Background: an optimization exercise with open tools, aiming at small area, a short achievable clock period and few clock cycles. Do not read the settings as production practice. Where RTL was checked, it was by simulation tests only, not by an equivalence proof against the original. For runs 2 to 5, only the layout was checked, not whether the RTL still works.

$ cat config.mk
export PLATFORM = sky130hd
export DESIGN_NAME = alu32
export DESIGN_NICKNAME = alu32
export VERILOG_FILES = /design/flow/design.v
export SDC_FILE = /design/flow/constraint.sdc
export NUM_CORES = 4
export LEC_CHECK = 0
export CAP_MARGIN = 20
export CORE_MARGIN = 2
export CORE_UTILIZATION = 40
export SLEW_MARGIN = 20
$ cat constraint.sdc
create_clock -name core_clock -period 23.0 [get_ports {clk}]
set_input_delay 4.6000 -clock core_clock [delete_from_list [all_inputs] [get_ports {clk}]]
set_output_delay 4.6000 -clock core_clock [all_outputs]
set_load 0.01 [all_outputs]
$ cat design.v
module half_adder(a,b,s,c); 
  input a,b;
  output s,c;
  xor x1(s,a,b);
  and a1(c,a,b);
endmodule
module full_adder(a,b,cin,cout,sum);
  input a,b,cin;
  output sum,cout;
  wire x,y,z;
  half_adder h1(.a(a),.b(b),.s(x),.c(y));
  half_adder h2(.a(x),.b(cin),.s(sum),.c(z));
  or o1(cout,y,z);
endmodule
module add32(
	input [31:0]A,
	input [31:0]B,
	input c_in,
	output c_out,
	output [31:0]R);
	wire [31:0]c;
	full_adder fa31(A[0],B[0],c_in,c[0],R[0]);
	full_adder fa30(A[1],B[1],c[0],c[1],R[1]);
	full_adder fa29(A[2],B[2],c[1],c[2],R[2]);
	full_adder fa28(A[3],B[3],c[2],c[3],R[3]);
	full_adder fa27(A[4],B[4],c[3],c[4],R[4]);
	full_adder fa26(A[5],B[5],c[4],c[5],R[5]);
	full_adder fa25(A[6],B[6],c[5],c[6],R[6]);
	full_adder fa24(A[7],B[7],c[6],c[7],R[7]);
	full_adder fa23(A[8],B[8],c[7],c[8],R[8]);
	full_adder fa22(A[9],B[9],c[8],c[9],R[9]);
	full_adder fa21(A[10],B[10],c[9],c[10],R[10]);
	full_adder fa20(A[11],B[11],c[10],c[11],R[11]);
	full_adder fa19(A[12],B[12],c[11],c[12],R[12]);
	full_adder fa18(A[13],B[13],c[12],c[13],R[13]);
	full_adder fa17(A[14],B[14],c[13],c[14],R[14]);
	full_adder fa16(A[15],B[15],c[14],c[15],R[15]);
	full_adder fa15(A[16],B[16],c[15],c[16],R[16]);
	full_adder fa14(A[17],B[17],c[16],c[17],R[17]);
	full_adder fa13(A[18],B[18],c[17],c[18],R[18]);
	full_adder fa12(A[19],B[19],c[18],c[19],R[19]);
	full_adder fa11(A[20],B[20],c[19],c[20],R[20]);
	full_adder fa10(A[21],B[21],c[20],c[21],R[21]);
	full_adder fa9(A[22],B[22],c[21],c[22],R[22]);
	full_adder fa8(A[23],B[23],c[22],c[23],R[23]);
	full_adder fa7(A[24],B[24],c[23],c[24],R[24]);
	full_adder fa6(A[25],B[25],c[24],c[25],R[25]);
	full_adder fa5(A[26],B[26],c[25],c[26],R[26]);
	full_adder fa4(A[27],B[27],c[26],c[27],R[27]);
	full_adder fa3(A[28],B[28],c[27],c[28],R[28]);
	full_adder fa2(A[29],B[29],c[28],c[29],R[29]);
	full_adder fa1(A[30],B[30],c[29],c[30],R[30]);
	full_adder fa0(A[31],B[31],c[30],c_out,R[31]);
endmodule
module sub32(A, B, R);
	input [31:0] A;
	input [31:0] B;
	output [31:0] R;
	wire [31:0]notB;
	wire [31:0]compB;
	wire tCout,tCout2;
	localparam zero = 1'b0;
	not not31(notB[31],B[31]);
	not not30(notB[30],B[30]);
	not not29(notB[29],B[29]);
	not not28(notB[28],B[28]);
	not not27(notB[27],B[27]);
	not not26(notB[26],B[26]);
	not not25(notB[25],B[25]);
	not not24(notB[24],B[24]);
	not not23(notB[23],B[23]);
	not not22(notB[22],B[22]);
	not not21(notB[21],B[21]);
	not not20(notB[20],B[20]);
	not not19(notB[19],B[19]);
	not not18(notB[18],B[18]);
	not not17(notB[17],B[17]);
	not not16(notB[16],B[16]);
	not not15(notB[15],B[15]);
	not not14(notB[14],B[14]);
	not not13(notB[13],B[13]);
	not not12(notB[12],B[12]);
	not not11(notB[11],B[11]);
	not not10(notB[10],B[10]);
	not not9(notB[9],B[9]);
	not not8(notB[8],B[8]);
	not not7(notB[7],B[7]);
	not not6(notB[6],B[6]);
	not not5(notB[5],B[5]);
	not not4(notB[4],B[4]);
	not not3(notB[3],B[3]);
	not not2(notB[2],B[2]);
	not not1(notB[1],B[1]);
	not not0(notB[0],B[0]);
	add32 compp1(notB,32'b1,zero,tCout,compB);
	add32 result(A,compB,zero,tCout2,R);
endmodule
module and32 (a, b, out);
input [31:0] a;
input [31:0] b;
output [31:0] out;
and and_0(out[0], b[0], a[0]);
and and_1(out[1], b[1], a[1]);
and and_2(out[2], b[2], a[2]);
and and_3(out[3], b[3], a[3]);
and and_4(out[4], b[4], a[4]);
and and_5(out[5], b[5], a[5]);
and and_6(out[6], b[6], a[6]);
and and_7(out[7], b[7], a[7]);
and and_8(out[8], b[8], a[8]);
and and_9(out[9], b[9], a[9]);
and and_10(out[10], b[10], a[10]);
and and_11(out[11], b[11], a[11]);
and and_12(out[12], b[12], a[12]);
and and_13(out[13], b[13], a[13]);
and and_14(out[14], b[14], a[14]);
and and_15(out[15], b[15], a[15]);
and and_16(out[16], b[16], a[16]);
and and_17(out[17], b[17], a[17]);
and and_18(out[18], b[18], a[18]);
and and_19(out[19], b[19], a[19]);
and and_20(out[20], b[20], a[20]);
and and_21(out[21], b[21], a[21]);
and and_22(out[22], b[22], a[22]);
and and_23(out[23], b[23], a[23]);
and and_24(out[24], b[24], a[24]);
and and_25(out[25], b[25], a[25]);
and and_26(out[26], b[26], a[26]);
and and_27(out[27], b[27], a[27]);
and and_28(out[28], b[28], a[28]);
and and_29(out[29], b[29], a[29]);
and and_30(out[30], b[30], a[30]);
and and_31(out[31], b[31], a[31]);
endmodule
module or32(a, b, out);
input [31:0] a;
input [31:0] b;
output [31:0] out;
or or_0(out[0], b[0], a[0]);
or or_1(out[1], b[1], a[1]);
or or_2(out[2], b[2], a[2]);
or or_3(out[3], b[3], a[3]);
or or_4(out[4], b[4], a[4]);
or or_5(out[5], b[5], a[5]);
or or_6(out[6], b[6], a[6]);
or or_7(out[7], b[7], a[7]);
or or_8(out[8], b[8], a[8]);
or or_9(out[9], b[9], a[9]);
or or_10(out[10], b[10], a[10]);
or or_11(out[11], b[11], a[11]);
or or_12(out[12], b[12], a[12]);
or or_13(out[13], b[13], a[13]);
or or_14(out[14], b[14], a[14]);
or or_15(out[15], b[15], a[15]);
or or_16(out[16], b[16], a[16]);
or or_17(out[17], b[17], a[17]);
or or_18(out[18], b[18], a[18]);
or or_19(out[19], b[19], a[19]);
or or_20(out[20], b[20], a[20]);
or or_21(out[21], b[21], a[21]);
or or_22(out[22], b[22], a[22]);
or or_23(out[23], b[23], a[23]);
or or_24(out[24], b[24], a[24]);
or or_25(out[25], b[25], a[25]);
or or_26(out[26], b[26], a[26]);
or or_27(out[27], b[27], a[27]);
or or_28(out[28], b[28], a[28]);
or or_29(out[29], b[29], a[29]);
or or_30(out[30], b[30], a[30]);
or or_31(out[31], b[31], a[31]);
endmodule
module xor32 (a, b, out);
input [31:0] a;
input [31:0] b;
output [31:0] out;
xor xor_0(out[0], b[0], a[0]);
xor xor_1(out[1], b[1], a[1]);
xor xor_2(out[2], b[2], a[2]);
xor xor_3(out[3], b[3], a[3]);
xor xor_4(out[4], b[4], a[4]);
xor xor_5(out[5], b[5], a[5]);
xor xor_6(out[6], b[6], a[6]);
xor xor_7(out[7], b[7], a[7]);
xor xor_8(out[8], b[8], a[8]);
xor xor_9(out[9], b[9], a[9]);
xor xor_10(out[10], b[10], a[10]);
xor xor_11(out[11], b[11], a[11]);
xor xor_12(out[12], b[12], a[12]);
xor xor_13(out[13], b[13], a[13]);
xor xor_14(out[14], b[14], a[14]);
xor xor_15(out[15], b[15], a[15]);
xor xor_16(out[16], b[16], a[16]);
xor xor_17(out[17], b[17], a[17]);
xor xor_18(out[18], b[18], a[18]);
xor xor_19(out[19], b[19], a[19]);
xor xor_20(out[20], b[20], a[20]);
xor xor_21(out[21], b[21], a[21]);
xor xor_22(out[22], b[22], a[22]);
xor xor_23(out[23], b[23], a[23]);
xor xor_24(out[24], b[24], a[24]);
xor xor_25(out[25], b[25], a[25]);
xor xor_26(out[26], b[26], a[26]);
xor xor_27(out[27], b[27], a[27]);
xor xor_28(out[28], b[28], a[28]);
xor xor_29(out[29], b[29], a[29]);
xor xor_30(out[30], b[30], a[30]);
xor xor_31(out[31], b[31], a[31]);
endmodule
module nor32(a, b, out);
input [31:0] a;
input [31:0] b;
output [31:0] out;
nor nor_0(out[0], b[0], a[0]);
nor nor_1(out[1], b[1], a[1]);
nor nor_2(out[2], b[2], a[2]);
nor nor_3(out[3], b[3], a[3]);
nor nor_4(out[4], b[4], a[4]);
nor nor_5(out[5], b[5], a[5]);
nor nor_6(out[6], b[6], a[6]);
nor nor_7(out[7], b[7], a[7]);
nor nor_8(out[8], b[8], a[8]);
nor nor_9(out[9], b[9], a[9]);
nor nor_10(out[10], b[10], a[10]);
nor nor_11(out[11], b[11], a[11]);
nor nor_12(out[12], b[12], a[12]);
nor nor_13(out[13], b[13], a[13]);
nor nor_14(out[14], b[14], a[14]);
nor nor_15(out[15], b[15], a[15]);
nor nor_16(out[16], b[16], a[16]);
nor nor_17(out[17], b[17], a[17]);
nor nor_18(out[18], b[18], a[18]);
nor nor_19(out[19], b[19], a[19]);
nor nor_20(out[20], b[20], a[20]);
nor nor_21(out[21], b[21], a[21]);
nor nor_22(out[22], b[22], a[22]);
nor nor_23(out[23], b[23], a[23]);
nor nor_24(out[24], b[24], a[24]);
nor nor_25(out[25], b[25], a[25]);
nor nor_26(out[26], b[26], a[26]);
nor nor_27(out[27], b[27], a[27]);
nor nor_28(out[28], b[28], a[28]);
nor nor_29(out[29], b[29], a[29]);
nor nor_30(out[30], b[30], a[30]);
nor nor_31(out[31], b[31], a[31]);
endmodule
module lessthan32 (a, b, out);
input [31:0] a;
input [31:0] b;
output [31:0] out;
wire [31:0] sub1_w;
localparam one = 1'b1;
sub32 sub_1(a, b, sub1_w);
and and_1(out[0], sub1_w[31], one);
assign out[31:1] = 31'b0;
endmodule
module mux8x1(a, b, c, d, e, f, g, h, S,out);
	input a, b, c, d, e, f, g, h;
	input [2:0] S;
	output out;
	wire sNot0;
	wire sNot1;
	wire sNot2;
	wire w1;
	wire w2;
	wire w3;
	wire w4;
	wire w5;
	wire w6;
	wire w7;
	wire w8;
	not (sNot2,S[2]);
	not (sNot1,S[1]);
	not (sNot0,S[0]);
	and (w1,sNot2,sNot1,sNot0,a);
	and (w2,S[2],sNot1,sNot0,b);
	and (w3,sNot2,S[1],sNot0,c);
	and (w4,S[2],S[1],sNot0,d);
	and (w5,sNot2,sNot1,S[0],e);
	and (w6,S[2],sNot1,S[0],f);
	and (w7,sNot2,S[1],S[0],g);
	and (w8,S[2],S[1],S[0],h);
	or (out,w1,w2,w3,w4,w5,w6,w7,w8);
endmodule
module mod_cu(
    input clk,
    input reset,
    input start,
    input less_than_B,   
    output reg save_A,   
    output reg subtract,  
    output reg done       
);
localparam [1:0] 
    first_s = 2'b00,
    secod_s = 2'b01,
    third_s = 2'b10,
    final_s = 2'b11;
reg [1:0] state;
always @(posedge clk or posedge reset) begin
    if (reset)
        state <= first_s;
    else begin
        case (state)
            first_s: state <= start ? secod_s : first_s;
            secod_s: state <= third_s;
            third_s: state <= less_than_B ? final_s : third_s;
            final_s: state <= first_s;
        endcase
    end
end
always @(*) begin
    save_A = (state == secod_s);
    subtract = (state == third_s) && !less_than_B;
    done = (state == final_s);
end
endmodule
module mod_dp(
    input clk,
    input [31:0] A,
    input [31:0] B,
    input save_A,        
    input subtract,      
    output reg [31:0] result,
    output less_than_B   
);
reg [31:0] TEMP;
always @(posedge clk) begin
    if (save_A) begin
        TEMP <= A;
    end
    else if (subtract) begin
        TEMP <= TEMP - B;
    end
end
assign less_than_B = TEMP < B;
always @(posedge clk) begin
    if (less_than_B) begin
        result <= TEMP;
    end
end
endmodule
module mod(
    input clk,
    input reset,
    input start,
    input [31:0] A,
    input [31:0] B,
    output [31:0] result,
    output done
);
wire save_A, subtract, less_than_B;
mod_cu control_unit(.clk(clk),.reset(reset),.start(start),.less_than_B(less_than_B),.save_A(save_A),.subtract(subtract),.done(done));
mod_dp datapath(.clk(clk),.A(A),.B(B),.save_A(save_A),.subtract(subtract),.result(result),.less_than_B(less_than_B));
endmodule
module alu32(clk,reset,start,a, b, aluop,out,done);
input wire clk;
input wire reset;
input wire start;
input [31:0] a;
input [31:0] b;
input [2:0] aluop;
output [31:0] out;
output wire done;
wire [31:0] w1, w2, w3, w4, w5, w6, w7, w8;
wire cout;
and32 op1(a,b,w1);
or32  op2(a,b,w2);
xor32 op3(a,b,w3);
nor32 op4(a,b,w4);
lessthan32 op5(a,b,w5);
add32 op6(a,b,1'b0,cout,w6);
sub32 op7(a,b,w7);
mod   op8(clk,reset,start,a,b,w8,done);
mux8x1 mux31(w1[31],w2[31],w3[31],w4[31],w5[31],w6[31],w7[31],w8[31],aluop,out[31]);
mux8x1 mux30(w1[30],w2[30],w3[30],w4[30],w5[30],w6[30],w7[30],w8[30],aluop,out[30]);
mux8x1 mux29(w1[29],w2[29],w3[29],w4[29],w5[29],w6[29],w7[29],w8[29],aluop,out[29]);
mux8x1 mux28(w1[28],w2[28],w3[28],w4[28],w5[28],w6[28],w7[28],w8[28],aluop,out[28]);
mux8x1 mux27(w1[27],w2[27],w3[27],w4[27],w5[27],w6[27],w7[27],w8[27],aluop,out[27]);
mux8x1 mux26(w1[26],w2[26],w3[26],w4[26],w5[26],w6[26],w7[26],w8[26],aluop,out[26]);
mux8x1 mux25(w1[25],w2[25],w3[25],w4[25],w5[25],w6[25],w7[25],w8[25],aluop,out[25]);
mux8x1 mux24(w1[24],w2[24],w3[24],w4[24],w5[24],w6[24],w7[24],w8[24],aluop,out[24]);
mux8x1 mux23(w1[23],w2[23],w3[23],w4[23],w5[23],w6[23],w7[23],w8[23],aluop,out[23]);
mux8x1 mux22(w1[22],w2[22],w3[22],w4[22],w5[22],w6[22],w7[22],w8[22],aluop,out[22]);
mux8x1 mux21(w1[21],w2[21],w3[21],w4[21],w5[21],w6[21],w7[21],w8[21],aluop,out[21]);
mux8x1 mux20(w1[20],w2[20],w3[20],w4[20],w5[20],w6[20],w7[20],w8[20],aluop,out[20]);
mux8x1 mux19(w1[19],w2[19],w3[19],w4[19],w5[19],w6[19],w7[19],w8[19],aluop,out[19]);
mux8x1 mux18(w1[18],w2[18],w3[18],w4[18],w5[18],w6[18],w7[18],w8[18],aluop,out[18]);
mux8x1 mux17(w1[17],w2[17],w3[17],w4[17],w5[17],w6[17],w7[17],w8[17],aluop,out[17]);
mux8x1 mux16(w1[16],w2[16],w3[16],w4[16],w5[16],w6[16],w7[16],w8[16],aluop,out[16]);
mux8x1 mux15(w1[15],w2[15],w3[15],w4[15],w5[15],w6[15],w7[15],w8[15],aluop,out[15]);
mux8x1 mux14(w1[14],w2[14],w3[14],w4[14],w5[14],w6[14],w7[14],w8[14],aluop,out[14]);
mux8x1 mux13(w1[13],w2[13],w3[13],w4[13],w5[13],w6[13],w7[13],w8[13],aluop,out[13]);
mux8x1 mux12(w1[12],w2[12],w3[12],w4[12],w5[12],w6[12],w7[12],w8[12],aluop,out[12]);
mux8x1 mux11(w1[11],w2[11],w3[11],w4[11],w5[11],w6[11],w7[11],w8[11],aluop,out[11]);
mux8x1 mux10(w1[10],w2[10],w3[10],w4[10],w5[10],w6[10],w7[10],w8[10],aluop,out[10]);
mux8x1 mux9(w1[9],w2[9],w3[9],w4[9],w5[9],w6[9],w7[9],w8[9],aluop,out[9]);
mux8x1 mux8(w1[8],w2[8],w3[8],w4[8],w5[8],w6[8],w7[8],w8[8],aluop,out[8]);
mux8x1 mux7(w1[7],w2[7],w3[7],w4[7],w5[7],w6[7],w7[7],w8[7],aluop,out[7]);
mux8x1 mux6(w1[6],w2[6],w3[6],w4[6],w5[6],w6[6],w7[6],w8[6],aluop,out[6]);
mux8x1 mux5(w1[5],w2[5],w3[5],w4[5],w5[5],w6[5],w7[5],w8[5],aluop,out[5]);
mux8x1 mux4(w1[4],w2[4],w3[4],w4[4],w5[4],w6[4],w7[4],w8[4],aluop,out[4]);
mux8x1 mux3(w1[3],w2[3],w3[3],w4[3],w5[3],w6[3],w7[3],w8[3],aluop,out[3]);
mux8x1 mux2(w1[2],w2[2],w3[2],w4[2],w5[2],w6[2],w7[2],w8[2],aluop,out[2]);
mux8x1 mux1(w1[1],w2[1],w3[1],w4[1],w5[1],w6[1],w7[1],w8[1],aluop,out[1]);
mux8x1 mux0(w1[0],w2[0],w3[0],w4[0],w5[0],w6[0],w7[0],w8[0],aluop,out[0]);
endmodule
$ cat run.sh
#!/bin/bash
# synth_recipe.tcl (not shown) runs the flow's synth.tcl, then flattens the netlist and writes it again
# the make line also repeats each setting of config.mk as NAME=value (left out here)
make -C /OpenROAD-flow-scripts/flow DESIGN_CONFIG=/design/flow/config.mk WORK_HOME=/design/flow/orfs CLKGATE_MAP_FILE= SYNTH_SCRIPT=/design/flow/synth_recipe.tcl finish
==> results of run 1 <==
layer usage:
metal	GRT usage	part of all wire	up-vias
li1	-	-	3521
met1	0.274	0.49	3370
met2	0.304	0.45	127
met3	0.0265	0.036	22
met4	0.0529	0.020	0
met5	0	0	-
kinds of logic (layout without fill, tap and decap cells):
group	Yosys count	in the layout	synth area share
compound gates	282	282	0.200
xor+xnor	54	54	0.0529
fa+ha+maj	191	191	0.318
flops	66	66	0.221
mux	16	16	0.0186
simple gates	204	204	0.104
buf+inv	170	220	0.0852
Yosys cell counts, types with 2 or more instances:
master     number  area [um^2]
xnor2_1        22          193
a21o_1         18          135
nand2_1        99          372
nand3_1        19         95.1
o31ai_2         2         25.0
o31ai_1        10         75.1
clkbuf_1       35          131
nand4_1         3         18.8
nor3b_1         4         30.0
buf_4          32          240
and3_1          6         37.5
a211oi_1       22          165
o211ai_1       11         82.6
edfxtp_1       64         1920
buf_1          13         48.8
xor2_1         32          280
o211ai_2        2         25.0
nor2_1         35          131
inv_1          87          327
mux2_2          5         56.3
ha_1          130         1630
a21oi_2         2         17.5
o22a_1          4         35.0
o21bai_1        6         45.0
a21oi_1        70          350
fa_1           61         1220
mux2i_1        11          110
nor3_1          5         25.0
buf_2           3         15.0
a31oi_1         8         50.1
o21ai_0        80          400
a22oi_1        24          180
dfrtp_1         2         50.1
nor2b_1        22          138
o2111ai_1       3         26.3
nand2b_1        6         37.5
what timing repair did:
item	CTS	global route
pin swaps	2	2
hold endpoints to repair	0	0
resized for setup	9	15
endpoints found under the setup margin	3	4
setup buffers	0	1
worst max-delay path by stage:
stage / from / end / slack, ps / cells past startpoint
floorplan: b[0] / out[31] / 1250 / 40
global placement: b[0] / out[31] / -360 / 41
detailed placement: b[0] / out[31] / -470 / 41
CTS: b[0] / out[31] / 30 / 41
global route: a[0] / out[30] / 2 / 39
finish: b[1] / out[31] / 460 / 41
registers in the layout (all words and copies together) (netlist names):
| signal | flops |
|---|---|
| op8.control_unit.state | 2 |
| op8.datapath.result | 32 |
| op8.datapath.TEMP | 32 |
metrics by stage:
| step | instance area (um^2) | std cells | setup slack, ps | util |
|---|---|---|---|---|
| after floorplan | 8940 | 983 | 1250 | - |
| after global placement | 9980 | 1297 | -361 | 0.456 |
| after detailed placement | 9980 | 1297 | -475 | 0.456 |
| after CTS | 10300 | 1312 | 29.0 | 0.469 |
| after global routing | 10300 | 1313 | 1.56 | 0.471 |
| final | 10300 | 1313 | 455 | 0.471 |
cell type report:
type                    instances  area [um^2]
clock inverters                 4         43.8
well taps                     280          350
flip-flops and latches         66         1970
repair buffers                118         1120
multi-input cells             747         6260
inverters                      87          327
clock buffers                  11          233
fillers                      2151        11600
cell usage in the layout, fill, tap and decap left out, types with 11 or more instances in the layout:
cell and instances:
clkdlybuf4s50_1 95, a211oi_1 22, buf_4 17, fa_1 45, mux2i_1 11, nand3_1 19
a21oi_1 70, inv_1 87, edfxtp_1 64, xnor2_1 22, nor2_1 35, o21ai_0 79
a22oi_1 24, ha_1 128, a21o_1 17, nand2_1 99, nor2b_1 21, o211ai_1 11
fa_2 16, xor2_1 32
critical path: cells and delay by family:
kind,cells,cell delay (ps)
adder cells (fa/ha/maj),31,11390
XOR/XNOR,2,380
buffers and inverters,5,990
AO/OA/AOI/OAI,3,590
==> flow_metrics.env, run 1 <==
export IMPL_outcome="timing/DRC/antenna clean"
export IMPL_crit_top_cell="fa_1"
export IMPL_initial_core_util=0.408
export IMPL_diodes=0
export IMPL_antenna_found_initial=0
export IMPL_synth_warnings=2
export IMPL_r2r_start="op8.datapath.TEMP[0]"
export IMPL_cts_buffers_inserted=9
export IMPL_htreeDepth=3
export IMPL_grt_start_max_net_pins=90
export IMPL_rrSetupSlack_ps=19180
export IMPL_hold_buffers=0
export IMPL_drive_gt1_frac=0.0649
export IMPL_clkTransAtPathRegs_ps=50
export IMPL_grt_overflow=0
export IMPL_drv_cap=0
export IMPL_slew_headroom=0.412
export IMPL_drc=0
export IMPL_netlist_area_um2=8940
export IMPL_ys_seq_area_frac=0.221
export IMPL_hold_viol=0
export IMPL_hold_path_end="op8.datapath.result[30]"
export IMPL_clock_sinks=66
export IMPL_grt_pass1_wl_um=36600
export IMPL_insertion_delay_ps=330
export IMPL_cpPeakStageDelay_ps=500
export IMPL_dr_total_vias=7040
export IMPL_holdCritStartpoint="op8.datapath.TEMP[30]"
export IMPL_die_y_um=154
export IMPL_synth_edf_count=64
export IMPL_cp_arrival_ps=17940
export IMPL_tightest_slew_ps=883
export IMPL_synth_ff_type="edfxtp_1"
export IMPL_crit_required_ps=18400
export IMPL_avgSynthCellArea_um2=9.10
export IMPL_critPathLaunchType="primary input"
export IMPL_clockRootBuffer="clkbuf_16"
export IMPL_end_kind="output port"
export IMPL_avgViaCountPerCell=5.36
export IMPL_cp_max_fo=2
export IMPL_timing_rr_end="op8.datapath.result[1]"
export IMPL_nets=1290
export IMPL_period_share=0.980
export IMPL_core_area_um2=21900
export IMPL_die_w_um=154
export IMPL_setup_tns_ps=0
export IMPL_max_freq_ghz=0.0444
export IMPL_ys_seq_elements=66
export IMPL_hold_ws_ps=452
export IMPL_layout_min_cycle_time_ps=22540
export IMPL_hp_class="flip-flop to flip-flop"
export IMPL_synth_nets=1244
export IMPL_drtIter0Drc=339
export IMPL_synthArstFlopShare=0.0303
export IMPL_grt_pass1_vias=7002
export IMPL_postSynthCellCount=983
export IMPL_rr_worst_depth=12
export IMPL_clockBufferDepth=2
export IMPL_first_pass_iters=5
export IMPL_crit_slowest_cell="clkdlybuf4s50_1"
export IMPL_io_pins=103
export IMPL_synth_distinct_cells=61
export IMPL_dpl_hpwl_um=16700
export IMPL_track_usage=0.191
export IMPL_wl_per_cell_um=16.7
export IMPL_rows=54
export IMPL_gp_congestion=0.850
export IMPL_criticalPathCategory="primary input to output port"
export IMPL_min_path_cells=0
export IMPL_syn_to_final_growth_pct=15.3
export IMPL_drv_slew=0
export IMPL_rsz0062_at_grt="false"
export IMPL_dieArea_um2=23600
export IMPL_ant_nets=0
export IMPL_clock_skew_ps=7.61
export IMPL_cts_tree="done"
export IMPL_io_buffers=102
export IMPL_wl_um=22000
export IMPL_finalSetupViolations=0
Testbench counts, summed over its fixed seeds: cycles 493,847.
==> inputs of run 2 (changes only) <==
--- a/design.v
+++ b/design.v
@@ -339,7 +339,7 @@
     end
 end
 endmodule
-module mod(
+module mod #(parameter M = 3) (
     input clk,
     input reset,
     input start,
@@ -348,9 +348,81 @@
     output [31:0] result,
     output done
 );
-wire save_A, subtract, less_than_B;
-mod_cu control_unit(.clk(clk),.reset(reset),.start(start),.less_than_B(less_than_B),.save_A(save_A),.subtract(subtract),.done(done));
-mod_dp datapath(.clk(clk),.A(A),.B(B),.save_A(save_A),.subtract(subtract),.result(result),.less_than_B(less_than_B));
+function [5:0] clz32(input [31:0] v);
+    integer i;
+    reg found;
+    begin
+        clz32 = 6'd32;
+        found = 1'b0;
+        for (i = 31; i >= 0; i = i - 1)
+            if (!found && v[i]) begin
+                clz32 = 31 - i;
+                found = 1'b1;
+            end
+    end
+endfunction
+function [32:0] bksub(input [31:0] r, input [31:0] d);
+    reg [31:0] g0, p0, g, p;
+    integer i, l;
+    begin
+        g0 = r & ~d;
+        p0 = r ^ ~d;
+        g = g0;
+        p = p0;
+        g[0] = g0[0] | p0[0];
+        for (l = 1; l < 32; l = l * 2)
+            for (i = 2*l-1; i < 32; i = i + 2*l) begin
+                g[i] = g[i] | (p[i] & g[i-l]);
+                p[i] = p[i] & p[i-l];
+            end
+        for (l = 8; l >= 1; l = l / 2)
+            for (i = 3*l-1; i < 32; i = i + 2*l) begin
+                g[i] = g[i] | (p[i] & g[i-l]);
+                p[i] = p[i] & p[i-l];
+            end
+        bksub = {g[31], p0 ^ {g[30:0], 1'b1}};
+    end
+endfunction
+reg busy;
+reg signed [5:0] kt;
+reg [31:0] R;
+reg [31:0] X;
+wire [5:0] lza = clz32(A);
+wire [5:0] lzb = clz32(B);
+wire [6:0] kd = {1'b0, lzb} - {1'b0, lza};
+wire [4:0] k0 = kd[6] ? 5'd0 : (kd[5] ? 5'd31 : kd[4:0]);
+reg [31:0] r [0:M];
+reg [32:0] t [0:M-1];
+integer j;
+always @(*) begin
+    r[0] = R;
+    for (j = 0; j < M; j = j + 1) begin
+        t[j] = bksub(r[j], X >> j);
+        r[j+1] = (kt >= j && t[j][32]) ? t[j][31:0] : r[j];
+    end
+end
+wire last = kt < M;
+assign done = busy && last;
+assign result = r[M];
+always @(posedge clk or posedge reset) begin
+    if (reset)
+        busy <= 1'b0;
+    else if (busy)
+        busy <= !last;
+    else
+        busy <= start;
+end
+always @(posedge clk) begin
+    if (!busy) begin
+        R <= A;
+        X <= B << k0;
+        kt <= {1'b0, k0};
+    end else begin
+        R <= r[M];
+        X <= X >> M;
+        kt <= kt - M;
+    end
+end
 endmodule
 module alu32(clk,reset,start,a, b, aluop,out,done);
 input wire clk;
@@ -359,48 +431,42 @@
 input [31:0] a;
 input [31:0] b;
 input [2:0] aluop;
-output [31:0] out;
+output reg [31:0] out;
 output wire done;
-wire [31:0] w1, w2, w3, w4, w5, w6, w7, w8;
-wire cout;
-and32 op1(a,b,w1);
-or32  op2(a,b,w2);
-xor32 op3(a,b,w3);
-nor32 op4(a,b,w4);
-lessthan32 op5(a,b,w5);
-add32 op6(a,b,1'b0,cout,w6);
-sub32 op7(a,b,w7);
-mod   op8(clk,reset,start,a,b,w8,done);
-mux8x1 mux31(w1[31],w2[31],w3[31],w4[31],w5[31],w6[31],w7[31],w8[31],aluop,out[31]);
-mux8x1 mux30(w1[30],w2[30],w3[30],w4[30],w5[30],w6[30],w7[30],w8[30],aluop,out[30]);
-mux8x1 mux29(w1[29],w2[29],w3[29],w4[29],w5[29],w6[29],w7[29],w8[29],aluop,out[29]);
-mux8x1 mux28(w1[28],w2[28],w3[28],w4[28],w5[28],w6[28],w7[28],w8[28],aluop,out[28]);
-mux8x1 mux27(w1[27],w2[27],w3[27],w4[27],w5[27],w6[27],w7[27],w8[27],aluop,out[27]);
-mux8x1 mux26(w1[26],w2[26],w3[26],w4[26],w5[26],w6[26],w7[26],w8[26],aluop,out[26]);
-mux8x1 mux25(w1[25],w2[25],w3[25],w4[25],w5[25],w6[25],w7[25],w8[25],aluop,out[25]);
-mux8x1 mux24(w1[24],w2[24],w3[24],w4[24],w5[24],w6[24],w7[24],w8[24],aluop,out[24]);
-mux8x1 mux23(w1[23],w2[23],w3[23],w4[23],w5[23],w6[23],w7[23],w8[23],aluop,out[23]);
-mux8x1 mux22(w1[22],w2[22],w3[22],w4[22],w5[22],w6[22],w7[22],w8[22],aluop,out[22]);
-mux8x1 mux21(w1[21],w2[21],w3[21],w4[21],w5[21],w6[21],w7[21],w8[21],aluop,out[21]);
-mux8x1 mux20(w1[20],w2[20],w3[20],w4[20],w5[20],w6[20],w7[20],w8[20],aluop,out[20]);
-mux8x1 mux19(w1[19],w2[19],w3[19],w4[19],w5[19],w6[19],w7[19],w8[19],aluop,out[19]);
-mux8x1 mux18(w1[18],w2[18],w3[18],w4[18],w5[18],w6[18],w7[18],w8[18],aluop,out[18]);
-mux8x1 mux17(w1[17],w2[17],w3[17],w4[17],w5[17],w6[17],w7[17],w8[17],aluop,out[17]);
-mux8x1 mux16(w1[16],w2[16],w3[16],w4[16],w5[16],w6[16],w7[16],w8[16],aluop,out[16]);
-mux8x1 mux15(w1[15],w2[15],w3[15],w4[15],w5[15],w6[15],w7[15],w8[15],aluop,out[15]);
-mux8x1 mux14(w1[14],w2[14],w3[14],w4[14],w5[14],w6[14],w7[14],w8[14],aluop,out[14]);
-mux8x1 mux13(w1[13],w2[13],w3[13],w4[13],w5[13],w6[13],w7[13],w8[13],aluop,out[13]);
-mux8x1 mux12(w1[12],w2[12],w3[12],w4[12],w5[12],w6[12],w7[12],w8[12],aluop,out[12]);
-mux8x1 mux11(w1[11],w2[11],w3[11],w4[11],w5[11],w6[11],w7[11],w8[11],aluop,out[11]);
-mux8x1 mux10(w1[10],w2[10],w3[10],w4[10],w5[10],w6[10],w7[10],w8[10],aluop,out[10]);
-mux8x1 mux9(w1[9],w2[9],w3[9],w4[9],w5[9],w6[9],w7[9],w8[9],aluop,out[9]);
-mux8x1 mux8(w1[8],w2[8],w3[8],w4[8],w5[8],w6[8],w7[8],w8[8],aluop,out[8]);
-mux8x1 mux7(w1[7],w2[7],w3[7],w4[7],w5[7],w6[7],w7[7],w8[7],aluop,out[7]);
-mux8x1 mux6(w1[6],w2[6],w3[6],w4[6],w5[6],w6[6],w7[6],w8[6],aluop,out[6]);
-mux8x1 mux5(w1[5],w2[5],w3[5],w4[5],w5[5],w6[5],w7[5],w8[5],aluop,out[5]);
-mux8x1 mux4(w1[4],w2[4],w3[4],w4[4],w5[4],w6[4],w7[4],w8[4],aluop,out[4]);
-mux8x1 mux3(w1[3],w2[3],w3[3],w4[3],w5[3],w6[3],w7[3],w8[3],aluop,out[3]);
-mux8x1 mux2(w1[2],w2[2],w3[2],w4[2],w5[2],w6[2],w7[2],w8[2],aluop,out[2]);
-mux8x1 mux1(w1[1],w2[1],w3[1],w4[1],w5[1],w6[1],w7[1],w8[1],aluop,out[1]);
-mux8x1 mux0(w1[0],w2[0],w3[0],w4[0],w5[0],w6[0],w7[0],w8[0],aluop,out[0]);
+wire [31:0] modres;
+wire sub = ~(aluop[2] & ~aluop[1]);
+wire [31:0] bx = b ^ {32{sub}};
+wire [31:0] g0 = a & bx;
+wire [31:0] p0 = a ^ bx;
+reg [31:0] g, p;
+integer i, l;
+always @(*) begin
+    g = g0;
+    p = p0;
+    g[0] = g0[0] | (p0[0] & sub);
+    for (l = 1; l < 32; l = l * 2)
+        for (i = 2*l-1; i < 32; i = i + 2*l) begin
+            g[i] = g[i] | (p[i] & g[i-l]);
+            p[i] = p[i] & p[i-l];
+        end
+    for (l = 8; l >= 1; l = l / 2)
+        for (i = 3*l-1; i < 32; i = i + 2*l) begin
+            g[i] = g[i] | (p[i] & g[i-l]);
+            p[i] = p[i] & p[i-l];
+        end
+end
+wire [31:0] sum = p0 ^ {g[30:0], sub};
+mod op8(.clk(clk), .reset(reset), .start(start), .A(a), .B(b), .result(modres), .done(done));
+always @(*) begin
+    case (aluop)
+        3'b000: out = a & b;
+        3'b100: out = a | b;
+        3'b010: out = a ^ b;
+        3'b110: out = ~(a | b);
+        3'b001: out = {31'b0, sum[31]};
+        3'b101: out = sum;
+        3'b011: out = sum;
+        default: out = modres;
+    endcase
+end
 endmodule
--- a/config.mk
+++ b/config.mk
@@ -5,6 +5,7 @@
 export SDC_FILE = /design/flow/constraint.sdc
 export NUM_CORES = 4
 export LEC_CHECK = 0
+export ABC_AREA = 1
 export CAP_MARGIN = 20
 export CORE_MARGIN = 2
 export CORE_UTILIZATION = 40
==> flow_metrics.env, run 2 <==
export IMPL_outcome="timing/DRC/antenna clean"
export IMPL_rows=67
export IMPL_slew_headroom=0.264
export IMPL_end_kind="output port"
export IMPL_io_buffers=102
export IMPL_final_core_util=0.457
export IMPL_hp_class="flip-flop to flip-flop"
export IMPL_grt_pass1_wl_um=78100
export IMPL_rsz0062_at_grt="false"
export IMPL_cts_buffers_inserted=9
export IMPL_crit_slowest_cell="clkdlybuf4s50_1"
export IMPL_yosys_area_top_type="ha_1"
export IMPL_htreeDepth=3
export IMPL_drc=0
export IMPL_cts_tree="done"
export IMPL_rrSetupSlack_ps=13670
export IMPL_clock_sinks=71
export IMPL_synthAdderAreaFrac=0.273
export IMPL_antenna_found_initial=0
export IMPL_postSynthCellCount=2035
export IMPL_drtIter0Drc=1149
export IMPL_timing_rr_end="op8.R[15]"
export IMPL_muxShareOfSynthArea=0.00515
export IMPL_clockBufferDepth=2
export IMPL_cts_repair_resize_count=0
export IMPL_drv_slew=0
export IMPL_clkTransAtPathRegs_ps=60
export IMPL_grt_start_max_net_pins=64
export IMPL_cp_arrival_ps=10580
export IMPL_hold_viol=0
export IMPL_min_path_cells=2
export IMPL_crit_required_ps=18400
export IMPL_first_pass_iters=7
export IMPL_synthArstFlopShare=0.0141
export IMPL_yosys_area_share_simple=0.267
export IMPL_critPathBufInv=6
export IMPL_clockRootBuffer="clkbuf_16"
export IMPL_ant_nets=0
export IMPL_synth_warnings=4
export IMPL_clock_skew_ps=16.5
export IMPL_grt_overflow=0
export IMPL_synth_compound_area_frac=0.193
export IMPL_layout_commonest_cell="nand2_1"
export IMPL_synth_distinct_cells=60
export IMPL_avgSynthCellArea_um2=6.69
export IMPL_dieArea_um2=35500
export IMPL_drive_gt1_frac=0.0487
export IMPL_synth_common_cells="nand2_1, inv_1, ha_1"
export IMPL_netlist_area_um2=13600
export IMPL_syn_to_final_growth_pct=12.5
export IMPL_period_share=0.660
export IMPL_synthXorXnorAreaFrac=0.0546
export IMPL_grt_pass1_vias=13800
export IMPL_wl_um=50400
export IMPL_hold_path_end="op8.kt[4]"
export IMPL_yosysTopAreaCellShare=0.178
export IMPL_die_y_um=188
export IMPL_synth_top_family_by_area="adder cells"
export IMPL_crit_family="compound AO/OA/AOI/OAI gates"
export IMPL_track_usage=0.284
export IMPL_finalSetupViolations=0
export IMPL_cts_setup_buffers=0
export IMPL_r2r_start="op8.R[0]"
export IMPL_critPathLaunchType="primary input"
export IMPL_io_pins=103
export IMPL_drv_cap=0
export IMPL_initial_core_util=0.406
export IMPL_dr_total_vias=14200
export IMPL_synth_most_common_cell="nand2_1"
export IMPL_setup_tns_ps=0
export IMPL_cp_max_fo=13
export IMPL_synth_edf_count=0
export IMPL_cpPeakStageDelay_ps=500
export IMPL_ys_seq_area_frac=0.105
export IMPL_die_w_um=188
export IMPL_synth_nets=2363
export IMPL_criticalPathCategory="primary input to output port"
export IMPL_layout_common_cells="nand2_1, inv_1, ha_1"
export IMPL_nets=2418
export IMPL_avgViaCountPerCell=5.59
export IMPL_gp_congestion=0.916
export IMPL_synth_ff_type="dfxtp_1"
export IMPL_reg_largest_list="op8.R: 32 flops, op8.X: 32 flops, op8.kt: 6 flops"
export IMPL_max_freq_ghz=0.0659
export IMPL_rr_worst_depth=55
export IMPL_core_area_um2=33500
export IMPL_layout_min_cycle_time_ps=15180
export IMPL_diodes=0
export IMPL_holdCritStartpoint="op8.kt[4]"
export IMPL_dpl_hpwl_um=40100
export IMPL_ys_seq_elements=71
export IMPL_synth_area_top_cells="ha_1, nand2_1, dfxtp_1"
export IMPL_wl_per_cell_um=19.8
export IMPL_tightest_slew_ps=1100
export IMPL_hold_buffers=0
export IMPL_insertion_delay_ps=350
==> run 2: cell types whose count changed after synthesis, moves of 70 or more <==
cell | before | now
nand2_1 | 99 | 495
inv_1 | 87 | 269
nand3_1 | 19 | 123
o21ai_0 | 80 | 155
nor2_1 | 35 | 107
dfxtp_1 | 0 | 70
==> run 2: how the worst max path moves through the flow <==
stage | cells after the start | to | startpoint
3_3_place_gp | 26 | out[0] | aluop[2]
3_5_place_dp | 26 | out[0] | aluop[2]
5_1_grt | 53 | out[13] | op8.X[3]
4_1_cts | 26 | out[0] | aluop[2]
6_report | 26 | out[0] | aluop[2]
2_1_floorplan | 27 | out[31] | aluop[2]
==> run 2: area by class of cell <==
| class | instances | area, um^2 |
|---|---|---|
| fillers | 3488 | 18200 |
| repair buffers | 119 | 1160 |
| well taps | 448 | 561 |
| clock inverters | 7 | 72.6 |
| flip-flops and latches | 71 | 1430 |
| inverters | 278 | 1040 |
| multi-input cells | 1611 | 10800 |
| clock buffers | 9 | 225 |
==> run 2: cell families (layout without fill, tap and decap cells) <==
kind of cell | after synthesis | count (layout)
compound gates | 429 | 429
fa+ha+maj | 258 | 258
simple gates | 833 | 833
buf+inv | 353 | 413
mux | 7 | 7
flops | 71 | 71
xor+xnor | 84 | 84
==> run 2: stage by stage <==
step | hold WS [ps] | cells | instance area, um^2 | setup WS (ps)
after floorplan | 474 | 2035 | 13600 | 9640
after global placement | 488 | 2526 | 15000 | 7370
after detailed placement | 499 | 2527 | 15000 | 7760
after CTS | 511 | 2543 | 15300 | 7760
after global routing | 525 | 2543 | 15300 | 7300
final | 513 | 2543 | 15300 | 7820
==> run 2: metal layers <==
| metal | vias to the layer above | share of wire | GRT usage |
|---|---|---|---|
| li1 | 6913 | - | - |
| met1 | 6744 | 0.45 | 0.379 |
| met2 | 482 | 0.46 | 0.474 |
| met3 | 78 | 0.061 | 0.0283 |
| met4 | 0 | 0.034 | 0.103 |
| met5 | - | 0 | 0 |
==> run 2: worst reg2reg max path, delay by kind of cell, from the launching register on <==
kind	cells	cell delay [ps]
flip-flops	1	310
adder cells (fa/ha/maj)	6	1790
buffers and inverters	7	960
AND/OR/NAND/NOR	35	4770
AO/OA/AOI/OAI	7	1440
==> inputs of run 3 (changes only) <==
--- a/design.v
+++ b/design.v
@@ -349,16 +349,18 @@
     output done
 );
 function [5:0] clz32(input [31:0] v);
-    integer i;
-    reg found;
+    reg [31:0] x;
+    reg [5:0] n;
     begin
-        clz32 = 6'd32;
-        found = 1'b0;
-        for (i = 31; i >= 0; i = i - 1)
-            if (!found && v[i]) begin
-                clz32 = 31 - i;
-                found = 1'b1;
-            end
+        n = 6'd0;
+        x = v;
+        if (x[31:16] == 16'b0) begin n[4] = 1'b1; x = {x[15:0], 16'b0}; end
+        if (x[31:24] == 8'b0) begin n[3] = 1'b1; x = {x[23:0], 8'b0}; end
+        if (x[31:28] == 4'b0) begin n[2] = 1'b1; x = {x[27:0], 4'b0}; end
+        if (x[31:30] == 2'b0) begin n[1] = 1'b1; x = {x[29:0], 2'b0}; end
+        if (!x[31]) n[0] = 1'b1;
+        if (!x[31] && !x[30]) n = 6'd32;
+        clz32 = n;
     end
 endfunction
 function [32:0] bksub(input [31:0] r, input [31:0] d);
==> flow_metrics.env, run 3 <==
export IMPL_outcome="timing/DRC/antenna clean"
export IMPL_synthArstFlopShare=0.0141
export IMPL_track_usage=0.276
export IMPL_clockRootBuffer="clkbuf_16"
export IMPL_synthXorXnorAreaFrac=0.0548
export IMPL_die_y_um=188
export IMPL_dieArea_um2=35500
export IMPL_crit_top_cell="nand2_1"
export IMPL_io_pins=103
export IMPL_wl_um=48700
export IMPL_dpl_hpwl_um=39600
export IMPL_grt_pass1_wl_um=76500
export IMPL_layout_common_cells="nand2_1, inv_1, ha_1"
export IMPL_rsz0062_at_grt="false"
export IMPL_rr_worst_depth=48
export IMPL_ant_nets=0
export IMPL_first_pass_iters=5
export IMPL_yosys_area_top_type="ha_1"
export IMPL_tightest_slew_ps=879
export IMPL_io_buffers=102
export IMPL_diodes=0
export IMPL_cts_buffers_inserted=9
export IMPL_clkTransAtPathRegs_ps=60
export IMPL_die_w_um=188
export IMPL_cp_max_fo=13
export IMPL_synth_warnings=4
export IMPL_critPathBufInv=4
export IMPL_clockBufferDepth=2
export IMPL_synth_area_top_cells="ha_1, nand2_1, dfxtp_1"
export IMPL_synth_top_family_by_area="simple AND/OR/NAND/NOR gates"
export IMPL_yosysTopAreaCellShare=0.179
export IMPL_synthAdderAreaFrac=0.273
export IMPL_nets=2454
export IMPL_period_share=0.645
export IMPL_min_path_cells=2
export IMPL_synth_common_cells="nand2_1, inv_1, ha_1"
export IMPL_synth_edf_count=0
export IMPL_postSynthCellCount=2073
export IMPL_synth_compound_area_frac=0.183
export IMPL_max_freq_ghz=0.0674
export IMPL_dr_total_vias=14100
export IMPL_drive_gt1_frac=0.0450
export IMPL_cts_repair_resize_count=0
export IMPL_avgViaCountPerCell=5.48
export IMPL_layout_commonest_cell="nand2_1"
export IMPL_core_area_um2=33400
export IMPL_initial_core_util=0.406
export IMPL_critPathLaunchType="primary input"
export IMPL_path_cells="clkdlybuf4s50_1 > inv_1 > nor2_4 > o21ai_0 > fa_1 > a31oi_1 > inv_1 > a221o_1 > nand2_1 > a21oi_1 > nor2_1 > o21ai_0 > nand3_1 > nand2_1 > nand2_1 > nand2_1 > nand3_1 > nand2_1 > fa_1 > xnor2_1 > xor2_1 > a311oi_1 > nand2_1 > clkdlybuf4s50_1"
export IMPL_wl_per_cell_um=18.9
export IMPL_layout_min_cycle_time_ps=14830
export IMPL_grt_overflow=0
export IMPL_cts_tree="done"
export IMPL_finalSetupViolations=0
export IMPL_netlist_area_um2=13600
export IMPL_slew_headroom=0.399
export IMPL_synth_ff_type="dfxtp_1"
export IMPL_ys_seq_area_frac=0.105
export IMPL_reg_largest_list="op8.R: 32 flops, op8.X: 32 flops, op8.kt: 6 flops"
export IMPL_criticalPathCategory="primary input to output port"
export IMPL_setup_tns_ps=0
export IMPL_crit_required_ps=18400
export IMPL_ys_seq_elements=71
export IMPL_crit_slowest_cell="clkdlybuf4s50_1"
export IMPL_cpPeakStageDelay_ps=550
export IMPL_clock_sinks=71
export IMPL_crit_family="compound AO/OA/AOI/OAI gates"
export IMPL_hp_class="flip-flop to flip-flop"
export IMPL_drtIter0Drc=1109
export IMPL_synth_nets=2401
export IMPL_htreeDepth=3
export IMPL_rows=67
export IMPL_yosys_area_share_simple=0.273
export IMPL_muxShareOfSynthArea=0.00221
export IMPL_drv_cap=0
export IMPL_end_kind="output port"
export IMPL_synth_most_common_cell="nand2_1"
export IMPL_final_core_util=0.457
export IMPL_drv_slew=0
export IMPL_grt_start_max_net_pins=64
export IMPL_cts_setup_buffers=0
export IMPL_grt_pass1_vias=13600
export IMPL_clock_skew_ps=6.05
export IMPL_path_depth=24
export IMPL_synth_distinct_cells=55
export IMPL_insertion_delay_ps=350
export IMPL_hold_buffers=0
export IMPL_antenna_found_initial=0
export IMPL_cp_arrival_ps=10230
export IMPL_drc=0
export IMPL_syn_to_final_growth_pct=12.6
export IMPL_hold_viol=0
export IMPL_avgSynthCellArea_um2=6.55
export IMPL_gp_congestion=0.954
## run 3: cell types whose count changed in the layout (fill, tap and decap cells not counted), moves of 8 or more
cell      delta
nand2_1     +25
or2_2        +8
nand3_1     +46
o21ai_1     -24
o22ai_1     -10
o211ai_1    +27
inv_1       +22
nor3_1       -9
nand4_1     -14
## run 3: cells by family after synthesis
group                      after synthesis
AOI/OAI and AO/OA                      404
DFF                                     71
buffers and inverters                  378
and+or+nand+nor                        874
adders and majority gates              258
muxes                                    3
xor gates and xnor gates                85
## run 3: layer usage
metal  share of wire  wire (um)  vias up  global-route usage
met5               0          0        -                   0
met4           0.040       1960        0               0.110
met3           0.059       2870       92              0.0244
li1                -          -     6963                   -
met2            0.44      21500      484               0.442
met1            0.46      22300     6586               0.384
## run 3: worst min-delay path: cells and delay by family (launching register included)
kind | cells | cell delay, ps
compound gates | 1 | 80
flops | 1 | 310
simple gates | 1 | 60
## run 3: area by class of cell
cell class / count / area [um^2]
fill: 3461 / 18200
multi-input combinational: 1624 / 10700
sequential: 71 / 1430
timing repair buffer: 120 / 1180
inverter: 300 / 1130
tap: 448 / 561
clock buffer: 9 / 225
clock inverter: 7 / 73.8
## run 3: path summary, 6_finish.rpt
path,start,end,slack (ps)
setup / recovery,aluop[2],out[0],8170
hold / removal,op8.X[22],op8.X[19],510
setup reg to reg,op8.R[0],op8.R[21],13700
hold reg to reg,op8.X[22],op8.X[19],510
max in group asynchronous,reset,op8.busy,18530
min in group asynchronous,reset,op8.busy,4380
## run 3: through the flow
stage | setup slack, ps | instances | hold slack (ps) | instance area (um^2)
6_report | 8170 | 2579 | 509 | 15300
5_1_grt | 7300 | 2579 | 523 | 15300
4_1_cts | 7590 | 2577 | 511 | 15300
2_1_floorplan | 9990 | 2073 | 453 | 13600
3_3_place_gp | 7750 | 2561 | 477 | 15000
3_5_place_dp | 7610 | 2561 | 495 | 15000
==> inputs of run 4 (changes only) <==
==> flow/run.sh (new file) <==
#!/bin/bash
set -euo pipefail
bash standard.sh SETUP_SLACK_MARGIN=10 finish > standard.log 2>&1
==> standard.sh (new file) <==
#!/bin/bash
# synth_recipe.tcl (not shown) runs the flow's synth.tcl, then flattens the netlist and writes it again
# the make line also repeats each setting of config.mk as NAME=value (left out here)
make -C /OpenROAD-flow-scripts/flow DESIGN_CONFIG=/design/flow/config.mk WORK_HOME=/design/flow/orfs CLKGATE_MAP_FILE= SYNTH_SCRIPT=/design/flow/synth_recipe.tcl "${@:-finish}"
removed: run.sh
==> flow_metrics.env, run 4 <==
export IMPL_rsz0062_at_grt="true"
export IMPL_hold_path_end="op8.X[19]"
export IMPL_htreeDepth=3
export IMPL_ys_seq_elements=71
export IMPL_slew_headroom=0.344
export IMPL_seq_area_um2=1430
export IMPL_clkTransAtPathRegs_ps=60
export IMPL_outcome="timing/DRC/antenna clean"
export IMPL_avgSynthCellArea_um2=6.55
export IMPL_dr_total_vias=14600
export IMPL_synth_compound_area_frac=0.183
export IMPL_end_kind="output port"
export IMPL_min_path_cells=2
export IMPL_netlist_area_um2=13600
export IMPL_dieArea_um2=35500
export IMPL_synth_area_top_cells="ha_1, nand2_1, dfxtp_1"
export IMPL_cts_tree="done"
export IMPL_gp_congestion=0.956
export IMPL_track_usage=0.283
export IMPL_synthArstFlopShare=0.0141
export IMPL_io_pins=103
export IMPL_reg_largest_list="op8.R: 32 flops, op8.X: 32 flops, op8.kt: 6 flops"
export IMPL_avgViaCountPerCell=5.56
export IMPL_grt_pass1_wl_um=78100
export IMPL_drv_slew=0
export IMPL_place_area_um2=15000
export IMPL_tightest_slew_ps=977
export IMPL_timing_rr_end="op8.R[21]"
export IMPL_synth_most_common_cell="nand2_1"
export IMPL_multiInputGateArea_um2=11200
export IMPL_yosys_area_share_simple=0.273
export IMPL_crit_required_ps=18400
export IMPL_layout_commonest_cell="nand2_1"
export IMPL_synth_common_cells="nand2_1, inv_1, ha_1"
export IMPL_synthAdderAreaFrac=0.273
export IMPL_hold_ws_ps=512
export IMPL_final_cells=2622
export IMPL_wl_per_cell_um=19.6
export IMPL_synth_distinct_cells=55
export IMPL_drc=0
export IMPL_grt_start_max_net_pins=61
export IMPL_synth_warnings=4
export IMPL_stdcell_area_um2=16100
export IMPL_ant_nets=0
export IMPL_syn_to_final_growth_pct=18.8
export IMPL_drv_cap=0
export IMPL_final_core_util=0.483
export IMPL_criticalPathCategory="primary input to output port"
export IMPL_diodes=0
export IMPL_wl_um=51300
export IMPL_postSynthCellCount=2073
export IMPL_ys_seq_area_frac=0.105
export IMPL_yosys_area_top_type="ha_1"
export IMPL_finalSetupViolations=0
export IMPL_layout_min_cycle_time_ps=12950
export IMPL_setup_tns_ps=0
export IMPL_die_w_um=188
export IMPL_dp_slack_ps=7700
export IMPL_r2r_start="op8.R[0]"
export IMPL_hp_class="flip-flop to flip-flop"
export IMPL_synthXorXnorAreaFrac=0.0548
export IMPL_drtIter0Drc=1348
export IMPL_core_area_um2=33400
export IMPL_dpl_hpwl_um=39400
export IMPL_synth_top_family_by_area="simple AND/OR/NAND/NOR gates"
export IMPL_die_y_um=188
export IMPL_cp_arrival_ps=8350
export IMPL_synth_ff_type="dfxtp_1"
export IMPL_fillers=3414
export IMPL_setup_ws_ps=10050
export IMPL_grt_pass1_vias=13800
export IMPL_insertion_delay_ps=350
export IMPL_antenna_found_initial=1
export IMPL_holdCritStartpoint="op8.X[22]"
export IMPL_synth_edf_count=0
export IMPL_clock_skew_ps=7.96
export IMPL_max_freq_ghz=0.0772
export IMPL_cp_max_fo=4
export IMPL_clockRootBuffer="clkbuf_16"
export IMPL_nets=2497
export IMPL_period_share=0.563
export IMPL_yosysTopAreaCellShare=0.179
export IMPL_rows=67
export IMPL_clockBufferDepth=2
export IMPL_rr_worst_depth=53
export IMPL_io_buffers=102
export IMPL_drive_gt1_frac=0.0984
export IMPL_layout_common_cells="nand2_1, inv_1, ha_1"
export IMPL_initial_core_util=0.406
export IMPL_hold_buffers=0
export IMPL_clock_sinks=71
export IMPL_cts_buffers_inserted=9
export IMPL_grt_overflow=0
export IMPL_hold_viol=0
export IMPL_muxShareOfSynthArea=0.00221
export IMPL_first_pass_iters=8
export IMPL_dpl_cell_count=2561
export IMPL_critPathLaunchType="primary input"
export IMPL_synth_nets=2401
export IMPL_rrSetupSlack_ps=15530
run 4: layout make-up:
cell class	count	area share
multi-input combinational	1630	0.691
timing repair buffer	157	0.0942
sequential	71	0.0884
inverter	300	0.0702
tap	448	0.0347
clock buffer	9	0.0140
clock inverter	7	0.00744
run 4: repair_timing:
item | in CTS | in global routing
gates cloned | 4 | 2
resized for setup | 98 | 82
pin swaps | 27 | 29
setup buffers | 25 | 13
endpoints found under the setup margin | 32 | 32
run 4: kinds of logic after synthesis:
kind of cell               Yosys count
AOI/OAI and AO/OA                  404
xor gates and xnor gates            85
adders and majority gates          258
buffers and inverters              378
DFF                                 71
muxes                                3
and+or+nand+nor                    874
run 4: routing by layer:
metal	part of all wire	global-route usage
met4	0.043	0.123
met1	0.43	0.381
met2	0.45	0.459
met3	0.070	0.0317
met5	0.00023	0
run 4: how the worst max path moves through the flow:
stage / startpoint / endpoint / cells after the start
6_report: b[1] / out[23] / 19
5_1_grt: aluop[2] / out[0] / 27
3_3_place_gp: aluop[2] / out[0] / 24
2_1_floorplan: aluop[2] / out[0] / 23
4_1_cts: aluop[2] / out[0] / 28
3_5_place_dp: aluop[2] / out[0] / 24
run 4: critical path: stages:
cell and delay, ps:
clkdlybuf4s15_1 260, inv_2 110, xor2_1 200, fa_2 400, a31oi_4 200, inv_2 60
a221o_1 360, nand2_2 100, a21oi_2 70, nor2_4 130, o21ai_4 100, buf_4 160
a21oi_2 200, o31ai_2 110, fa_1 380, or2_2 310, a311oi_2 310, nand2_1 120
buf_2 160
==> inputs of run 5 (changes only) <==
--- a/design.v
+++ b/design.v
@@ -436,7 +436,7 @@
 output reg [31:0] out;
 output wire done;
 wire [31:0] modres;
-wire sub = ~(aluop[2] & ~aluop[1]);
+wire sub = ~aluop[2];
 wire [31:0] bx = b ^ {32{sub}};
 wire [31:0] g0 = a & bx;
 wire [31:0] p0 = a ^ bx;
==> flow/run.sh (replaced) <==
#!/bin/bash
set -euo pipefail
bash standard.sh SETUP_SLACK_MARGIN=12 finish > standard.log 2>&1
==> flow_metrics.env, run 5 <==
export IMPL_outcome="timing/DRC/antenna clean"
export IMPL_period_share=0.566
export IMPL_crit_top_cell="buf_6"
export IMPL_drtIter0Drc=1604
export IMPL_diodes=0
export IMPL_yosysTopAreaCellShare=0.176
export IMPL_clock_sinks=71
export IMPL_hold_viol=0
export IMPL_synth_common_cells="nand2_1, inv_1, nand3_1"
export IMPL_tightest_slew_ps=822
export IMPL_ys_seq_area_frac=0.103
export IMPL_rows=67
export IMPL_criticalPathCategory="primary input to output port"
export IMPL_first_pass_iters=8
export IMPL_synth_warnings=4
export IMPL_crit_required_ps=18400
export IMPL_rsz0062_at_grt="true"
export IMPL_io_pins=103
export IMPL_crit_slowest_cell="a2111oi_4"
export IMPL_dr_total_vias=16300
export IMPL_insertion_delay_ps=360
export IMPL_final_cells=2821
export IMPL_setup_tns_ps=0
export IMPL_stdcell_area_um2=19600
export IMPL_dpl_hpwl_um=41100
export IMPL_grt_start_max_net_pins=63
export IMPL_synthArstFlopShare=0.0141
export IMPL_synth_edf_count=0
export IMPL_core_area_um2=33700
export IMPL_cpPeakStageDelay_ps=450
export IMPL_htreeDepth=3
export IMPL_dp_slack_ps=8770
export IMPL_initial_core_util=0.409
export IMPL_layout_min_cycle_time_ps=13030
export IMPL_io_buffers=102
export IMPL_layout_common_cells="nand2_1, inv_1, nand3_1"
export IMPL_hp_class="flip-flop to flip-flop"
export IMPL_grt_pass1_wl_um=87200
export IMPL_avgSynthCellArea_um2=6.53
export IMPL_clkTransAtPathRegs_ps=70
export IMPL_postSynthCellCount=2111
export IMPL_setup_ws_ps=9970
export IMPL_max_freq_ghz=0.0768
export IMPL_end_kind="output port"
export IMPL_yosys_area_top_type="ha_1"
export IMPL_clockBufferDepth=2
export IMPL_critPathLaunchType="primary input"
export IMPL_antenna_found_initial=1
export IMPL_cp_arrival_ps=8430
export IMPL_drv_slew=0
export IMPL_finalSetupViolations=0
export IMPL_multiInputGateArea_um2=12900
export IMPL_place_area_um2=15200
export IMPL_syn_to_final_growth_pct=42.1
export IMPL_gp_congestion=1.01
export IMPL_cts_buffers_inserted=9
export IMPL_slew_headroom=0.450
export IMPL_cp_max_fo=4
export IMPL_fillers=3110
export IMPL_reg_largest_list="op8.R: 32 flops, op8.X: 32 flops, op8.kt: 6 flops"
export IMPL_clock_skew_ps=13.6
export IMPL_synth_ff_type="dfxtp_1"
export IMPL_drive_gt1_frac=0.277
export IMPL_track_usage=0.314
export IMPL_netlist_area_um2=13800
export IMPL_avgViaCountPerCell=5.76
export IMPL_clockRootBuffer="clkbuf_16"
export IMPL_grt_pass1_vias=15300
export IMPL_die_y_um=190
export IMPL_synth_distinct_cells=55
export IMPL_ant_nets=0
export IMPL_wl_um=61000
export IMPL_ys_seq_elements=71
export IMPL_grt_overflow=0
export IMPL_synth_area_top_cells="ha_1, nand2_1, dfxtp_1"
export IMPL_drv_cap=0
export IMPL_wl_per_cell_um=21.6
export IMPL_synth_most_common_cell="nand2_1"
export IMPL_layout_commonest_cell="nand2_1"
export IMPL_seq_area_um2=1440
export IMPL_nets=2696
export IMPL_dpl_cell_count=2598
export IMPL_die_w_um=190
export IMPL_drc=0
export IMPL_dieArea_um2=36000
export IMPL_cts_tree="done"
export IMPL_synth_nets=2439
-- run 5: changes by cell type after synthesis, moves of 12 or more --
cell	change
xnor2_1	+23
nand3_1	+31
xor2_1	-23
nand2_1	-15
a2111oi_0	+12
-- run 5: layout make-up --
cell class | count | share of cell area
multi-input combinational | 1652 | 0.656
sequential | 71 | 0.0736
tap | 448 | 0.0286
clock buffer | 9 | 0.0115
timing repair buffer | 320 | 0.164
inverter | 314 | 0.0622
clock inverter | 7 | 0.00370
-- run 5: critical path: cells and delay by family --
kind                       cells  cell delay (ps)
buffers and inverters         17             1760
AOI/OAI and AO/OA              4              900
xor gates and xnor gates       1              180
adders and majority gates      2              740
and+or+nand+nor                2              220
-- run 5: per-layer routing --
metal  GRT usage  share of wire
met1       0.403           0.39
met2       0.525           0.46
met3      0.0339          0.075
met4       0.156          0.066
met5           0        0.00016
-- run 5: cell families after synthesis --
logic type / count (synthesis) / synth area share
adder cells (fa/ha/maj): 258 / 0.269
XOR/XNOR: 85 / 0.0540
AND/OR/NAND/NOR: 895 / 0.281
multiplexers: 3 / 0.00218
buffers and inverters: 396 / 0.113
AO/OA/AOI/OAI: 403 / 0.178
flip-flops: 71 / 0.103
-- run 5: through the flow --
stage	hold slack [ps]	util
after global routing	545	0.581
after floorplan	453	-
final	508	0.581
after CTS	503	0.521
after detailed placement	493	0.451
after global placement	495	0.451
-- run 5: path summary, 6_finish.rpt --
check                      startpoint         to  slack [ps]  cells after the start
max in group asynchronous       reset   op8.busy       18540                      2
min reg2reg                 op8.kt[4]  op8.kt[4]         510                      2
min                         op8.kt[4]  op8.kt[4]         510                      2
max reg2reg                  op8.X[2]   op8.R[5]       11520                     98
min in group asynchronous       reset   op8.busy        4370                      2
max                          aluop[2]     out[7]        9970                     26
-- run 5: repair_timing --
item,in CTS,in global routing
pin swaps,81,135
buffers inserted,121,72
hold endpoints to repair,0,0
gates resized for setup,384,359
hold buffers,0,0
cloned,11,2
endpoints found under the setup margin,60,65

==> separate check: timing with driven ports <==
The results above use ideal ports. As a check the final layouts listed here were re-extracted and re-timed, cells and wires unchanged. Step 1 (the two cells are an assumption about what drives the block):
set clk [get_ports {clk}]
set_driving_cell -lib_cell sky130_fd_sc_hd__clkbuf_16 $clk
set_driving_cell -lib_cell sky130_fd_sc_hd__buf_2 [delete_from_list [all_inputs] $clk]
Step 2 also shifts input and output timing later by t, the mid clock arrival at the registers, as if the neighbouring blocks saw the same clock. Slacks: ideal / step 1 / step 2; pairs: ideal / step 1.
run	t, ns	setup WS [ns]	hold slack, ns	clock arrival spread, ns	worst slew at a driven data input, ns
run 1	0.381	0.455 / 0.428 / 0.428	0.452 / 0.452 / 0.452	0.008 / 0.008	0.04
run 2	0.393	7.823 / 7.802 / 7.802	0.513 / 0.513 / 0.513	0.017 / 0.017	0.06
run 3	0.390	8.173 / 8.150 / 8.150	0.509 / 0.509 / 0.509	0.006 / 0.006	0.04
run 4	0.392	10.052 / 10.006 / 10.006	0.512 / 0.512 / 0.512	0.009 / 0.008	0.05
run 5	0.399	9.975 / 9.911 / 9.911	0.508 / 0.508 / 0.508	0.014 / 0.015	0.06
After both steps every run listed still meets setup and hold. For run 5, which loses most, drivers alone change the setup slack by -0.064 ns; drivers and shift together by -0.064 ns.
